Context: an optimization exercise on an open-source flow, tuned for small area. The choices shown serve that exercise and are no tape-out recipe. Only simulation tests tie the RTL to the original design; equivalence was not proved.

build 27:
## basemul
module basemul(
  input clk,
  input set,
  input wire signed [15:0] a1,
  input wire signed [15:0] a0,
  input wire signed [15:0] b1,
  input wire signed [15:0] b0,
  input wire signed [15:0] zeta,
  output wire signed [15:0] t1,
  output wire signed [15:0] t0
);
  reg a1_0_s1;
  reg a0_0_s1;
  reg b1_0_s1;
  reg b1_1_s1;
  reg b1_1_s2;
  reg b1_2_s1;
  reg b1_3_s1;
  reg b1_3_s2;
  reg b1_4_s1;
  reg b1_5_s1;
  reg b1_5_s2;
  reg b1_6_s1;
  reg b1_7_s1;
  reg b1_7_s2;
  reg b1_8_s1;
  reg b1_9_s1;
  reg b1_9_s2;
  reg b1_10_s1;
  reg b1_11_s1;
  reg b1_11_s2;
  reg b1_12_s1;
  reg b1_13_s1;
  reg b1_13_s2;
  reg b1_14_s1;
  reg b1_15_s1;
  reg b1_15_s2;
  reg b0_0_s1;
  reg b0_1_s1;
  reg b0_2_s1;
  reg b0_3_s1;
  reg b0_4_s1;
  reg b0_5_s1;
  reg b0_6_s1;
  reg b0_7_s1;
  reg b0_8_s1;
  reg b0_9_s1;
  reg b0_10_s1;
  reg b0_11_s1;
  reg b0_12_s1;
  reg b0_13_s1;
  reg b0_14_s1;
  reg b0_15_s1;
  reg zeta_0_s1;
  reg zeta_1_s1;
  reg zeta_2_s1;
  reg zeta_3_s1;
  reg zeta_4_s1;
  reg zeta_5_s1;
  reg zeta_6_s1;
  reg zeta_7_s1;
  reg zeta_8_s1;
  reg zeta_9_s1;
  reg zeta_10_s1;
  reg zeta_11_s1;
  reg zeta_12_s1;
  reg zeta_13_s1;
  reg zeta_14_s1;
  reg zeta_15_s1;
  reg n2_s1;
  reg n3_s1;
  reg n4_s1;
  reg n5_s1;
  reg n6_s1;
  reg n7_s1;
  reg n8_s1;
  reg n9_s1;
  reg n10_s1;
  reg n11_s1;
  reg n12_s1;
  reg n13_s1;
  reg n14_s1;
  reg n15_s1;
  reg n16_s1;
  reg n17_s1;
  reg n55_s1;
  reg n333_s2;
  reg n534_s2;
  reg n537_s2;
  reg n540_s2;
  reg n543_s2;
  reg n546_s2;
  reg n549_s2;
  reg n577_s2;
  reg n616_s2;
  reg n635_s2;
  reg n653_s2;
  reg n688_s2;
  reg n719_s2;
  reg n731_s2;
  reg n732_s2;
  reg n741_s2;
  reg n749_s2;
  reg n755_s2;
  reg n757_s2;
  reg n762_s2;
  reg n763_s2;
  reg n764_s2;
  reg n766_s2;
  reg n767_s2;
  reg n770_s2;
  reg n775_s2;
  reg n780_s2;
  reg n818_s1;
  ...
Size: ~330 flip-flops, about 110 I/O pins, roughly 39000 µm² of cells after synthesis.
Settings: LEC_CHECK=0, CAP_MARGIN=20, CORE_MARGIN=2, CORE_UTILIZATION=75, CTS_CLUSTER_DIAMETER=100, CTS_CLUSTER_SIZE=30, SLEW_MARGIN=20, SYNTH_HIERARCHICAL=1, SYNTH_MINIMUM_KEEP_SIZE=0; clock period 9.0 ns.
standard.sh (not shown) runs the stock make flow with config.mk's settings and CLKGATE_MAP_FILE= SYNTH_SCRIPT=/design/flow/synth_recipe.tcl, a recipe that flattens the netlist after the stock synthesis.
==> flow/flow/run.sh <==
#!/bin/bash
# Own flow: the standard layout (standard synthesis unchanged), except that
# the input/output port buffers are the smallest buffer cell instead of the default,
# and after global routing cells on paths with positive slack are downsized (RECOVER_POWER).
set -euo pipefail
export BUFFER_PORTS_ARGS="-buffer_cell sky130_fd_sc_hd__buf_1"
export RECOVER_POWER=100
bash standard.sh finish > standard_flow.log 2>&1
diff inputs: build 27 => build 94
# build 27
export LEC_CHECK = 0
export CAP_MARGIN = 20
export CORE_MARGIN = 2
export CORE_UTILIZATION = 75
export CTS_CLUSTER_DIAMETER = 100
export CTS_CLUSTER_SIZE = 30
export SLEW_MARGIN = 20
export SYNTH_HIERARCHICAL = 1
export SYNTH_MINIMUM_KEEP_SIZE = 0
create_clock -name core_clock -period 9.0 [get_ports {clk}]
# build 94
export LEC_CHECK = 0
export CAP_MARGIN = 0
export CORE_MARGIN = 2
export CORE_UTILIZATION = 40
export CTS_CLUSTER_DIAMETER = 100
export CTS_CLUSTER_SIZE = 30
export SLEW_MARGIN = 0
export SYNTH_HIERARCHICAL = 1
export SYNTH_MINIMUM_KEEP_SIZE = 0
create_clock -name core_clock -period 9.0 [get_ports {clk}]
==> flow/run.sh (new file) <==
#!/bin/bash
# synth_recipe.tcl (not shown) runs the flow's synth.tcl, then flattens the netlist and writes it again
# the make line also repeats each setting of config.mk as NAME=value (left out here)
make -C /OpenROAD-flow-scripts/flow DESIGN_CONFIG=/design/flow/config.mk WORK_HOME=/design/flow/orfs CLKGATE_MAP_FILE= SYNTH_SCRIPT=/design/flow/synth_recipe.tcl finish
removed: flow/flow/run.sh
removed: flow/standard.sh
In terms of multi-input logic area, build 27 and build 94 differ only marginally.
Clock-buffer cell count delta for build 94 relative to build 27: 7 higher
Post-placement worst setup slack: build 94 vs build 27 down 0.028 ns
The tap cell instance count number comes out higher for build 94 vs build 27.
Inputs modified between build 94 and build 22:
# build 94
export LEC_CHECK = 0
export CAP_MARGIN = 0
export CORE_MARGIN = 2
export CORE_UTILIZATION = 40
export CTS_CLUSTER_DIAMETER = 100
export CTS_CLUSTER_SIZE = 30
export SLEW_MARGIN = 0
export SYNTH_HIERARCHICAL = 1
export SYNTH_MINIMUM_KEEP_SIZE = 0
create_clock -name core_clock -period 9.0 [get_ports {clk}]
# build 22
export LEC_CHECK = 0
export CAP_MARGIN = 20
export CORE_MARGIN = 2
export CORE_UTILIZATION = 65
export CTS_CLUSTER_DIAMETER = 100
export CTS_CLUSTER_SIZE = 30
export SLEW_MARGIN = 20
export SYNTH_HIERARCHICAL = 1
export SYNTH_MINIMUM_KEEP_SIZE = 0
create_clock -name core_clock -period 9.0 [get_ports {clk}]
==> flow/flow/run.sh (new file) <==
#!/bin/bash
# Own flow: the standard layout (standard synthesis unchanged), except that
# the input/output port buffers are the smallest buffer cell instead of the default,
# and after global routing cells on paths with positive slack are downsized (RECOVER_POWER).
set -euo pipefail
export BUFFER_PORTS_ARGS="-buffer_cell sky130_fd_sc_hd__buf_1"
export RECOVER_POWER=100
bash standard.sh finish > standard_flow.log 2>&1
==> flow/standard.sh (new file) <==
#!/bin/bash
# synth_recipe.tcl (not shown) runs the flow's synth.tcl, then flattens the netlist and writes it again
# the make line also repeats each setting of config.mk as NAME=value (left out here)
make -C /OpenROAD-flow-scripts/flow DESIGN_CONFIG=/design/flow/config.mk WORK_HOME=/design/flow/orfs CLKGATE_MAP_FILE= SYNTH_SCRIPT=/design/flow/synth_recipe.tcl "${@:-finish}"
removed: flow/run.sh
## What came out
For build 94 and build 22, there was not a single run that failed to finish clean.
Looking at core utilization of the finished layout across build 94 and build 22, the one that comes out higher is build 22.
Lower register-to-register slack was reported by build 94, not build 22.
Timing endpoint of the critical path: n2277_s2 -> build 94, n3720_s3 -> build 22
Of the two values seen for timing startpoint of the critical path, n635_s2 was produced by build 22 and b0_5_s1 by build 94.
Number of I/O pins: build 94 vs build 22, no meaningful difference
HPWL after detailed placement, build 22 vs build 94: down by a few percent
#### Input delta (build 90 over build 22)
# build 22
export LEC_CHECK = 0
export CAP_MARGIN = 20
export CORE_MARGIN = 2
export CORE_UTILIZATION = 65
export CTS_CLUSTER_DIAMETER = 100
export CTS_CLUSTER_SIZE = 30
export SLEW_MARGIN = 20
export SYNTH_HIERARCHICAL = 1
export SYNTH_MINIMUM_KEEP_SIZE = 0
create_clock -name core_clock -period 9.0 [get_ports {clk}]
# build 90
export LEC_CHECK = 0
export CAP_MARGIN = 20
export CORE_MARGIN = 2
export CORE_UTILIZATION = 40
export CTS_CLUSTER_DIAMETER = 100
export CTS_CLUSTER_SIZE = 30
export GPL_TIMING_DRIVEN = 0
export SLEW_MARGIN = 20
export SYNTH_HIERARCHICAL = 1
export SYNTH_MINIMUM_KEEP_SIZE = 0
create_clock -name core_clock -period 9.0 [get_ports {clk}]
==> flow/run.sh (new file) <==
#!/bin/bash
# synth_recipe.tcl (not shown) runs the flow's synth.tcl, then flattens the netlist and writes it again
# the make line also repeats each setting of config.mk as NAME=value (left out here)
make -C /OpenROAD-flow-scripts/flow DESIGN_CONFIG=/design/flow/config.mk WORK_HOME=/design/flow/orfs CLKGATE_MAP_FILE= SYNTH_SCRIPT=/design/flow/synth_recipe.tcl finish
removed: flow/flow/run.sh
removed: flow/standard.sh
Notes after the runs:
Build 90 vs build 22 — met2 routed wirelength climbed by a few percent. Comparing build 90 and build 22, wire length per cell after detailed routing is higher on build 22. Between build 90 and build 22, the difference in simple-gate portion of the synthesized area is negligible. Cell with the largest stage delay on the worst path: sky130_fd_sc_hd__dfxtp_4 -> build 90, sky130_fd_sc_hd__fa_1 -> build 22. Route | build 90 vs build 22 | wire longer in build 90. Between build 90 and build 22, portion of the clock cycle consumed by the worst path in the final layout is lower for build 22, build 90 comes in above that. Build 90 ended up with met4 as its top layer used by detailed routing; build 22 ended up with met5. As of build 90, final cell count had risen by more than 10% compared to build 22.


Setup of juniper:
Starting RTL as in the previous note.
==> flow/config.mk <==
export PLATFORM = sky130hd
export DESIGN_NAME = basemul
export DESIGN_NICKNAME = basemul
export VERILOG_FILES = /design/flow/design.v
export SDC_FILE = /design/flow/constraint.sdc
export NUM_CORES = 4
export LEC_CHECK = 0
export CAP_MARGIN = 20
export CORE_MARGIN = 2
export CORE_UTILIZATION = 40
export CTS_CLUSTER_DIAMETER = 100
export CTS_CLUSTER_SIZE = 30
export SLEW_MARGIN = 20
export SYNTH_HIERARCHICAL = 1
export SYNTH_MINIMUM_KEEP_SIZE = 0
==> flow/constraint.sdc <==
create_clock -name core_clock -period 9.0 [get_ports {clk}]
set_input_delay 1.8000 -clock core_clock [delete_from_list [all_inputs] [get_ports {clk}]]
set_output_delay 1.8000 -clock core_clock [all_outputs]
set_load 0.01 [all_outputs]
==> flow/flow/run.sh <==
#!/bin/bash
# Own flow: the standard layout (standard synthesis unchanged), except that
# the input/output port buffers are the smallest buffer cell instead of the default.
set -euo pipefail
export BUFFER_PORTS_ARGS="-buffer_cell sky130_fd_sc_hd__buf_1"
bash standard.sh finish > standard_flow.log 2>&1
Modified inputs, harbor compared to juniper
diff --git a/flow/flow/run.sh b/flow/flow/run.sh
--- a/flow/flow/run.sh
+++ b/flow/flow/run.sh
@@ -3 +3,2 @@
-# the input/output port buffers are the smallest buffer cell instead of the default.
+# the input/output port buffers are the smallest buffer cell instead of the default,
+# and after global routing cells on paths with positive slack are downsized (RECOVER_POWER).
@@ -5,0 +7 @@
+export RECOVER_POWER=100
Findings:
- There was hardly any difference in later-pin clock latency in the skew report between harbor and juniper.
- Diff juniper -> harbor: depth of the worst register-to-register path was more or less identical; sequential fraction of total cell area ~0 delta.
Inputs modified between harbor and willow:
- CORE_UTILIZATION: 40 -> 85
For willow, the flow was terminated by a tool error in global routing (5_1_grt) and produced no final design.
The clock buffer count from CTS number comes out higher for harbor vs willow.
Worst setup slack before clock tree synthesis sits lower in willow than in harbor.
Status: largest buffer count on any clock path parity (harbor, willow)
Delta (willow minus harbor): routability congestion estimate from global placement higher, die span in y shows a reduction of about 30%, total number of placement rows saw a decrease.
Measured against willow, the estimated wirelength of the detail-placed design of harbor comes out at 0.934 times the reference value.
For the number of post-CTS setup repair buffers, willow came in 4 higher than harbor did.
Side by side, effective utilization at floorplan turned out higher in willow than in harbor.
Total cell area at the placement stage, harbor and willow, higher one = harbor.
Modified inputs, tundra compared to willow
- CORE_UTILIZATION now 40, was 85
==> flow/run.sh (new file) <==
#!/bin/bash
# synth_recipe.tcl (not shown) runs the flow's synth.tcl, then flattens the netlist and writes it again
# the make line also repeats each setting of config.mk as NAME=value (left out here)
make -C /OpenROAD-flow-scripts/flow DESIGN_CONFIG=/design/flow/config.mk WORK_HOME=/design/flow/orfs CLKGATE_MAP_FILE= SYNTH_SCRIPT=/design/flow/synth_recipe.tcl finish
removed: flow/flow/run.sh
removed: flow/standard.sh
==> comparison <==
In summary, tundra completed successfully, with a layout that passed the timing, DRC and antenna checks. tundra vs. willow: hold-fix buffer count after cts stayed essentially flat, row count up about 46%, routability congestion estimate from global placement saw a decrease.

-- static timing again, ports no longer ideal --
Ports are ideal in the flow. The routed layouts listed here were re-timed in OpenROAD. Step 1 assumes that a clkbuf_16 drives the clock port and a buf_2 every other input. Step 2 times the ports against the registers' clock, not the clock port: input delays grow and output delays shrink by t, the midpoint of the rising clock arrivals with the driver on. Slacks: ideal / step 1 / step 2; pairs: ideal / step 1.
| run | t (ns) | slack for setup (ns) | worst setup path after step 2 | clock arrival spread, ns | worst slew at a driven data input, ns |
|---|---|---|---|---|---|
| build 27 | 0.624 | 0.171 / 0.171 / 0.171 | register to register | 0.024 / 0.024 | 0.04 |
| build 94 | 0.655 | 0.244 / 0.244 / 0.244 | register to register | 0.044 / 0.044 | 0.15 |
| build 22 | 0.646 | 0.264 / 0.264 / 0.264 | register to register | 0.030 / 0.030 | 0.04 |
| build 90 | 0.637 | 0.216 / 0.216 / 0.216 | register to register | 0.044 / 0.045 | 0.10 |
| juniper | 0.679 | 0.231 / 0.231 / 0.231 | register to register | 0.039 / 0.039 | 0.12 |
| harbor | 0.678 | 0.225 / 0.225 / 0.225 | register to register | 0.040 / 0.040 | 0.10 |
| tundra | 0.655 | 0.244 / 0.244 / 0.244 | register to register | 0.044 / 0.044 | 0.15 |
After both steps setup and hold are still met in every run listed.
